What follows belongs to an exercise in optimizing a design on an open flow for small area; a production flow would make more cautious choices. Where RTL was checked, it was by simulation tests only, not by an equivalence proof against the original. The clock input has no modelled driver; a real chip could not lean on it and would need a root buffer or a full tree. Power and IR drop assume default switching activity.

// Zad_8_1
module Zad_8_1(
       input logic [15:0] input0,
       output logic [23:0] output0,
       input logic clk,
       input logic rst,
       input logic start,
       output logic ready
    );
Size in the first run: roughly 160 cells after synthesis, ~61 flip-flops, about 44 I/O pins, roughly 2000 sq um of cells after synthesis.
clock: 7.0 ns
lec_check: 0
cap_margin: 20
core_margin: 2
core_utilization: 55
place_density: 0.75
slew_margin: 20
standard.sh (not shown) runs the stock make flow with config.mk's settings and CLKGATE_MAP_FILE= SYNTH_SCRIPT=/design/flow/synth_recipe.tcl, a recipe that flattens the netlist after the stock synthesis.
==> flow/flow/run.sh <==
#!/bin/bash
# The standard layout (standard.sh) with these changes:
# - buf_1 cells as the port buffers;
# - synthesis's upsized logic cells set back to drive 1 after floorplan (downsize.tcl);
# - a one-level clock distribution (clkb.tcl) in place of TritonCTS;
# - power recovery (downsizing off the critical paths) after global routing.
# make's output goes to standard.log; each ORFS step keeps its own log under orfs/logs.
export OWN_FLOW_DIR=$(pwd)/flow
export BUFFER_PORTS_ARGS="-buffer_cell sky130_fd_sc_hd__buf_1"
export POST_FLOORPLAN_TCL=$OWN_FLOW_DIR/downsize.tcl
export PRE_CTS_TCL=$OWN_FLOW_DIR/cts_pre.tcl
export CLK_NBUF=3
export CLK_BUF=sky130_fd_sc_hd__clkbuf_8
export RECOVER_POWER=100
bash standard.sh > standard.log 2>&1
==> flow/flow/clkb.tcl <==
# Clock distribution without CTS: the clock port drives CLK_NBUF buffers of type
# CLK_BUF directly. The registers are split into CLK_NBUF groups of equal size by
# recursive bisection along the longer side of each group's bounding box; each
# buffer sits at its group's centroid and drives that group's clock pins.
set nbuf $::env(CLK_NBUF)
set bcell $::env(CLK_BUF)
set block [ord::get_db_block]
set dbu [$block getDbUnitsPerMicron]
set pts {}
foreach it [[$block findNet clk] getITerms] {
  set b [[$it getInst] getBBox]
  lappend pts [list [expr {([$b xMin] + [$b xMax]) / 2.0 / $dbu}] [expr {([$b yMin] + [$b yMax]) / 2.0 / $dbu}] [[$it getInst] getName]]
}
proc clk_split {pts k} {
  if {$k <= 1} { return [list $pts] }
  set xs [lmap p $pts {lindex $p 0}]
  set ys [lmap p $pts {lindex $p 1}]
  set dx [expr {[tcl::mathfunc::max {*}$xs] - [tcl::mathfunc::min {*}$xs]}]
  set dy [expr {[tcl::mathfunc::max {*}$ys] - [tcl::mathfunc::min {*}$ys]}]
  set ax [expr {$dx >= $dy ? 0 : 1}]
  set s [lsort -real -index $ax $pts]
  set k1 [expr {$k / 2}]
  set cut [expr {int(round(double([llength $s]) * $k1 / $k))}]
  return [concat [clk_split [lrange $s 0 [expr {$cut - 1}]] $k1] [clk_split [lrange $s $cut end] [expr {$k - $k1}]]]
}
set i 0
foreach g [clk_split $pts $nbuf] {
  set sx 0.0; set sy 0.0; set pins {}
  foreach p $g {
    set sx [expr {$sx + [lindex $p 0]}]; set sy [expr {$sy + [lindex $p 1]}]
    lappend pins [get_pins -of_objects [get_cells [lindex $p 2]] -filter "direction == input && is_clock"]
  }
  set c [list [expr {$sx / [llength $g]}] [expr {$sy / [llength $g]}]]
  puts "clock buffer $i: [llength $g] registers at $c"
  insert_buffer -buffer_cell $bcell -net clk -load_pins $pins -location $c -buffer_name clkbuf_$i -net_name clknet_$i
  incr i
}
Other scripts of this flow, unchanged in this note and not shown: flow/flow/cts_pre.tcl, flow/flow/downsize.tcl
Change:
--- a/flow/flow/run.sh
+++ b/flow/flow/run.sh
@@ -10,6 +10,6 @@
 export POST_FLOORPLAN_TCL=$OWN_FLOW_DIR/downsize.tcl
 export PRE_CTS_TCL=$OWN_FLOW_DIR/cts_pre.tcl
-export CLK_NBUF=3
-export CLK_BUF=sky130_fd_sc_hd__clkbuf_8
+export CLK_NBUF=2
+export CLK_BUF=sky130_fd_sc_hd__clkbuf_16
 export RECOVER_POWER=100
 bash standard.sh > standard.log 2>&1
CORE_UTILIZATION = 40   (was 55)
PLACE_DENSITY = not set   (was 0.75)
Effect:
- wire length climbs by a few percent
- worst setup slack gains 27 ps
- hold slack barely changes
- cell area climbs slightly
- final cell count climbs by a little under a tenth
- global-route usage drops by 2.9 points
- clock power climbs by roughly a tenth
- core utilization drops by 14 points
- critical path depth stays the same
Change:
--- a/flow/flow/run.sh
+++ b/flow/flow/run.sh
@@ -10,6 +10,6 @@
 export POST_FLOORPLAN_TCL=$OWN_FLOW_DIR/downsize.tcl
 export PRE_CTS_TCL=$OWN_FLOW_DIR/cts_pre.tcl
-export CLK_NBUF=2
-export CLK_BUF=sky130_fd_sc_hd__clkbuf_16
+export CLK_NBUF=3
+export CLK_BUF=sky130_fd_sc_hd__clkbuf_8
 export RECOVER_POWER=100
 bash standard.sh > standard.log 2>&1
CORE_UTILIZATION = 70   (was 40)
PLACE_DENSITY = 0.9   (was not set)
- via count grows slightly
- final area shrinks by a few percent
- setup slack gains 32 ps
No functional check of the RTL was part of any run of this note. No run of this note takes its clock network from TritonCTS; it comes from the design's own scripts or RTL.

build 80:
Another version of the RTL of Zad_8_1 (not shown whole).
Size: about 62 flip-flops, roughly 44 I/O pins.
clock: 7.0 ns
lec_check: 0
cap_margin: 20
core_margin: 2
core_utilization: 40
slew_margin: 20
==> flow/flow/run.sh <==
#!/bin/bash
# The standard layout (standard.sh), with buf_1 cells as the port buffers and
# a one-level clock distribution (flow/clkn.tcl) in place of TritonCTS.
export OWN_FLOW_DIR=$(pwd)/flow
export BUFFER_PORTS_ARGS="-buffer_cell sky130_fd_sc_hd__buf_1"
export PRE_CTS_TCL=$OWN_FLOW_DIR/cts_pre.tcl
export CLK_NBUF=2
export CLK_BUF=sky130_fd_sc_hd__clkbuf_16
export RECOVER_POWER=100
bash standard.sh > standard.log 2>&1
Other scripts of this flow, unchanged in this note and not shown: flow/flow/clkn.tcl, flow/flow/cts_pre.tcl
Build 80 | status: complete | timing, DRC, antenna: pass
[inputs] build 7 vs build 80
diff --git a/flow/flow/run.sh b/flow/flow/run.sh
--- a/flow/flow/run.sh
+++ b/flow/flow/run.sh
@@ -9,0 +10 @@
+export REMOVE_ABC_BUFFERS=1
==> notes.md <==
Status: maximum frequency parity (build 7, build 80)
Build 7 ran to completion and came out clean on the timing, design-rule and antenna checks.
Diff build 80 -> build 7 | cell area power density | down slightly
Comparing final design instance area without fill for build 80 and build 7, the bigger number came from build 7.
Setup changes, build 7 to build 89
diff --git a/flow/flow/run.sh b/flow/flow/run.sh
--- a/flow/flow/run.sh
+++ b/flow/flow/run.sh
@@ -9,2 +8,0 @@
-export RECOVER_POWER=100
-export REMOVE_ABC_BUFFERS=1
Build 7 → build 89: portion of the clock cycle consumed by the worst path in the final layout ~0 delta; maximum frequency did not really move. As far as portion of the post-synthesis area used by sequential elements goes, build 7 and build 89 are indistinguishable; the numbers are identical. Build 89 and build 7 ended up with roughly the same combinational fraction of design power. Re simple-gate share of the synthesized area: no difference whatsoever between build 7 and build 89. Measured against each other, build 89 and build 7 differ in total power, the higher figure coming from build 89. [build 89 vs build 7] clock share of power: higher in build 89. On clock latency at the later pin of the worst-skew pair, build 89 and build 7 are neck and neck.
No functional check of the RTL was part of any run of this note. No run of this note takes its clock network from TritonCTS; it comes from the design's own scripts or RTL.

Zad_8_1, a different RTL version from the one above (not shown whole).
Size in the first run: ~160 cells after synthesis, ~61 flip-flops, roughly 44 I/O pins, roughly 0.0020 mm2 of cells after synthesis.
Design Zad_8_1, start of the top module:
module Zad_8_1(
       input logic [15:0] input0,
       output logic [23:0] output0,
       input logic clk,
       input logic rst,
       input logic start,
       output logic ready
    );
logic [35:0] w;      
logic [17:0] dr;     
logic [2:0] ph;      
logic init;          
logic sub;           
logic sh;            
logic c;             
logic p0, p2, p3, p5, rph, shin, hi, ge3;
logic [5:0] din, op, sum;
logic [6:0] k;
assign p0  = ~ph[2] & ~ph[1] & ~ph[0];
assign p3  = ph[2] & ph[1] & ph[0];
assign p2  = ~ph[2] & ph[1] & ph[0];
assign p5  = ph[2] & ~ph[1] & ~ph[0];
assign rph = ph[2];                      
assign hi  = (dr[15:2] == 14'd0);        
assign ge3 = ~hi | (dr[1] & dr[0]);      
assign shin = p0 ? sub : sh;              
assign din = {w[4:2] & {3{~init}}, (w[1] & ~init) | (p3 & ge3 & init), w[0] & ~init, shin};
assign op  = {6{rph}} & (dr[5:0] ^ {6{sub}});
assign k[0] = c;
genvar i;
generate for (i = 0; i < 6; i++) begin : g_add
    assign sum[i] = din[i] ^ op[i] ^ k[i];
  ...
clock: 7.0 ns
lec_check: 0
cap_margin: 20
core_area: 2 2 60 60
die_area: 0 0 62 62
place_density: 0.9
slew_margin: 20
==> flow/flow/run.sh <==
#!/bin/bash
# The standard layout (standard.sh) with these changes:
# - buf_1 cells as the port buffers;
# - synthesis's upsized logic cells set back to drive 1 after floorplan (downsize.tcl);
# - a one-level clock distribution (clkb.tcl) in place of TritonCTS;
# - power recovery (downsizing off the critical paths) after global routing.
# make's output goes to standard.log; each ORFS step keeps its own log under orfs/logs.
export OWN_FLOW_DIR=$(pwd)/flow
export BUFFER_PORTS_ARGS="-buffer_cell sky130_fd_sc_hd__buf_1"
export POST_FLOORPLAN_TCL=$OWN_FLOW_DIR/downsize.tcl
export PRE_CTS_TCL=$OWN_FLOW_DIR/cts_pre.tcl
export CLK_NBUF=3
export CLK_BUF=sky130_fd_sc_hd__clkbuf_8
export RECOVER_POWER=100
bash standard.sh > standard.log 2>&1
==> flow/flow/cts_pre.tcl <==
# Sourced by ORFS's cts.tcl before clock_tree_synthesis (PRE_CTS_TCL): build the
# clock distribution with clkb.tcl and turn the following clock_tree_synthesis
# call into a no-op.
source $::env(OWN_FLOW_DIR)/clkb.tcl
rename clock_tree_synthesis {}
proc clock_tree_synthesis {args} { puts "clock_tree_synthesis skipped: clock buffers placed by clkb.tcl" }
==> flow/flow/downsize.tcl <==
# Sourced after floorplan (POST_FLOORPLAN_TCL): give every logic cell that
# synthesis upsized the drive-1 version of its cell (the same function and
# pins); later timing repair upsizes again where a path needs it.
set n 0
foreach inst [[ord::get_db_block] getInsts] {
  set m [[$inst getMaster] getName]
  if {![regexp {^(sky130_fd_sc_hd__[a-z0-9]+)_([0-9]+)$} $m -> base drive]} { continue }
  if {$drive <= 1} { continue }
  if {[string match *clkbuf* $base] || [string match *tap* $base]} { continue }
  set small [get_lib_cells -quiet ${base}_1]
  if {$small eq ""} { continue }
  replace_cell [get_cells [$inst getName]] $small
  incr n
}
puts "downsize.tcl: $n cells set to drive 1"
Scripts as last shown in full above: flow/flow/clkb.tcl
Next try:
--- a/flow/flow/run.sh
+++ b/flow/flow/run.sh
@@ -10,6 +10,6 @@
 export POST_FLOORPLAN_TCL=$OWN_FLOW_DIR/downsize.tcl
 export PRE_CTS_TCL=$OWN_FLOW_DIR/cts_pre.tcl
-export CLK_NBUF=3
-export CLK_BUF=sky130_fd_sc_hd__clkbuf_8
+export CLK_NBUF=2
+export CLK_BUF=sky130_fd_sc_hd__buf_12
 export RECOVER_POWER=100
 bash standard.sh > standard.log 2>&1
Combinational power is about the same.
Design area barely changes.
Cell count came out lower by 0.44%.
Area after synthesis is unchanged.
Total power came out higher by 0.89%.
Wire length came out lower by 0.69%.
In every run of this note, the design's own scripts or RTL, not TritonCTS, make the clock network.

Zad_8_1, a different RTL version from the one above (not shown whole).
Size in the first run: roughly 57 flip-flops, about 44 I/O pins.
==> flow/design.v (excerpt) <==
module Zad_8_1(
       input logic [15:0] input0,
       output logic [23:0] output0,
       input logic clk,
       input logic rst,
       input logic start,
       output logic ready
    );
Settings: LEC_CHECK=0, CAP_MARGIN=20, CORE_MARGIN=2, CORE_UTILIZATION=40, SLEW_MARGIN=20; clock period 7.0 ns.
==> flow/flow/run.sh <==
#!/bin/bash
cp standard.sh standard_sh_copy.txt
cp config.mk config_mk_copy.txt
export BUFFER_PORTS_ARGS="-buffer_cell sky130_fd_sc_hd__buf_1"
export CTS_ARGS="-sink_clustering_enable -repair_clock_nets -dont_use_dummy_load"
bash standard.sh > standard.log 2>&1
Change:
==> flow/flow/run.sh (replaced) <==
#!/bin/bash
export BUFFER_PORTS_ARGS="-buffer_cell sky130_fd_sc_hd__buf_1"
export CTS_ARGS="-sink_clustering_enable -repair_clock_nets -dont_use_dummy_load -sink_clustering_size 64 -sink_clustering_max_diameter 300 -buf_list sky130_fd_sc_hd__clkbuf_16"
bash standard.sh > standard.log 2>&1
What happened: Maximum frequency went down by 0.36%; non-clock buffer count stays the same; die area is unchanged; core utilization went up by 2.0 points; via count went down by 1.5%.
No run of this note included a check of the RTL's function; only the layout flow was run.

[static timing again, ports no longer ideal]
In the flow no input, the clock included, has a driving cell. The finished layouts below were timed again as built, in two steps.
Step 1 sets driving cells, clkbuf_16 on the clock port and buf_2 on the other inputs (assumed; they add their load-dependent delay and slew).
Step 2, shift: input delay + t, output delay - t, t = (earliest + latest rising clock arrival at the registers) / 2. This alone moves slack from input paths to output paths.
Three values: ideal, step 1, step 2; two values: the first two.
| run | t, ns | setup slack, ns | worst setup path after step 2 | latest minus earliest clock arrival (ns) | worst slew at a driven data input, ns |
|---|---|---|---|---|---|
| the first run of note 1 | 0.210 | 3.481 / 3.481 / 3.481 | register to register | 0.016 / 0.016 | 0.04 |
| the second run of note 1 | 0.210 | 3.509 / 3.509 / 3.509 | register to register | 0.012 / 0.012 | 0.03 |
| the third run of note 1 | 0.209 | 3.541 / 3.541 / 3.541 | register to register | 0.011 / 0.011 | 0.03 |
| build 80 | 0.210 | 3.787 / 3.787 / 3.787 | register to register | 0.003 / 0.003 | 0.03 |
| build 7 | 0.210 | 3.790 / 3.789 / 3.789 | register to register | 0.004 / 0.003 | 0.04 |
| build 89 | 0.212 | 3.796 / 3.796 / 3.796 | register to register | 0.003 / 0.003 | 0.03 |
| the first run of note 3 | 0.209 | 3.487 / 3.487 / 3.487 | register to register | 0.011 / 0.011 | 0.03 |
| the second run of note 3 | 0.185 | 3.488 / 3.488 / 3.488 | register to register | 0.008 / 0.008 | 0.03 |
| the first run of note 4 | 0.349 | 0.287 / 0.287 / 0.287 | register to register | 0.010 / 0.010 | 0.03 |
| the second run of note 4 | 0.339 | 0.263 / 0.263 / 0.263 | register to register | 0.007 / 0.007 | 0.03 |
After both steps setup and hold are still met in every run listed. For build 7, which loses most, drivers alone change the setup slack by -0.001 ns; drivers and shift together by -0.001 ns.
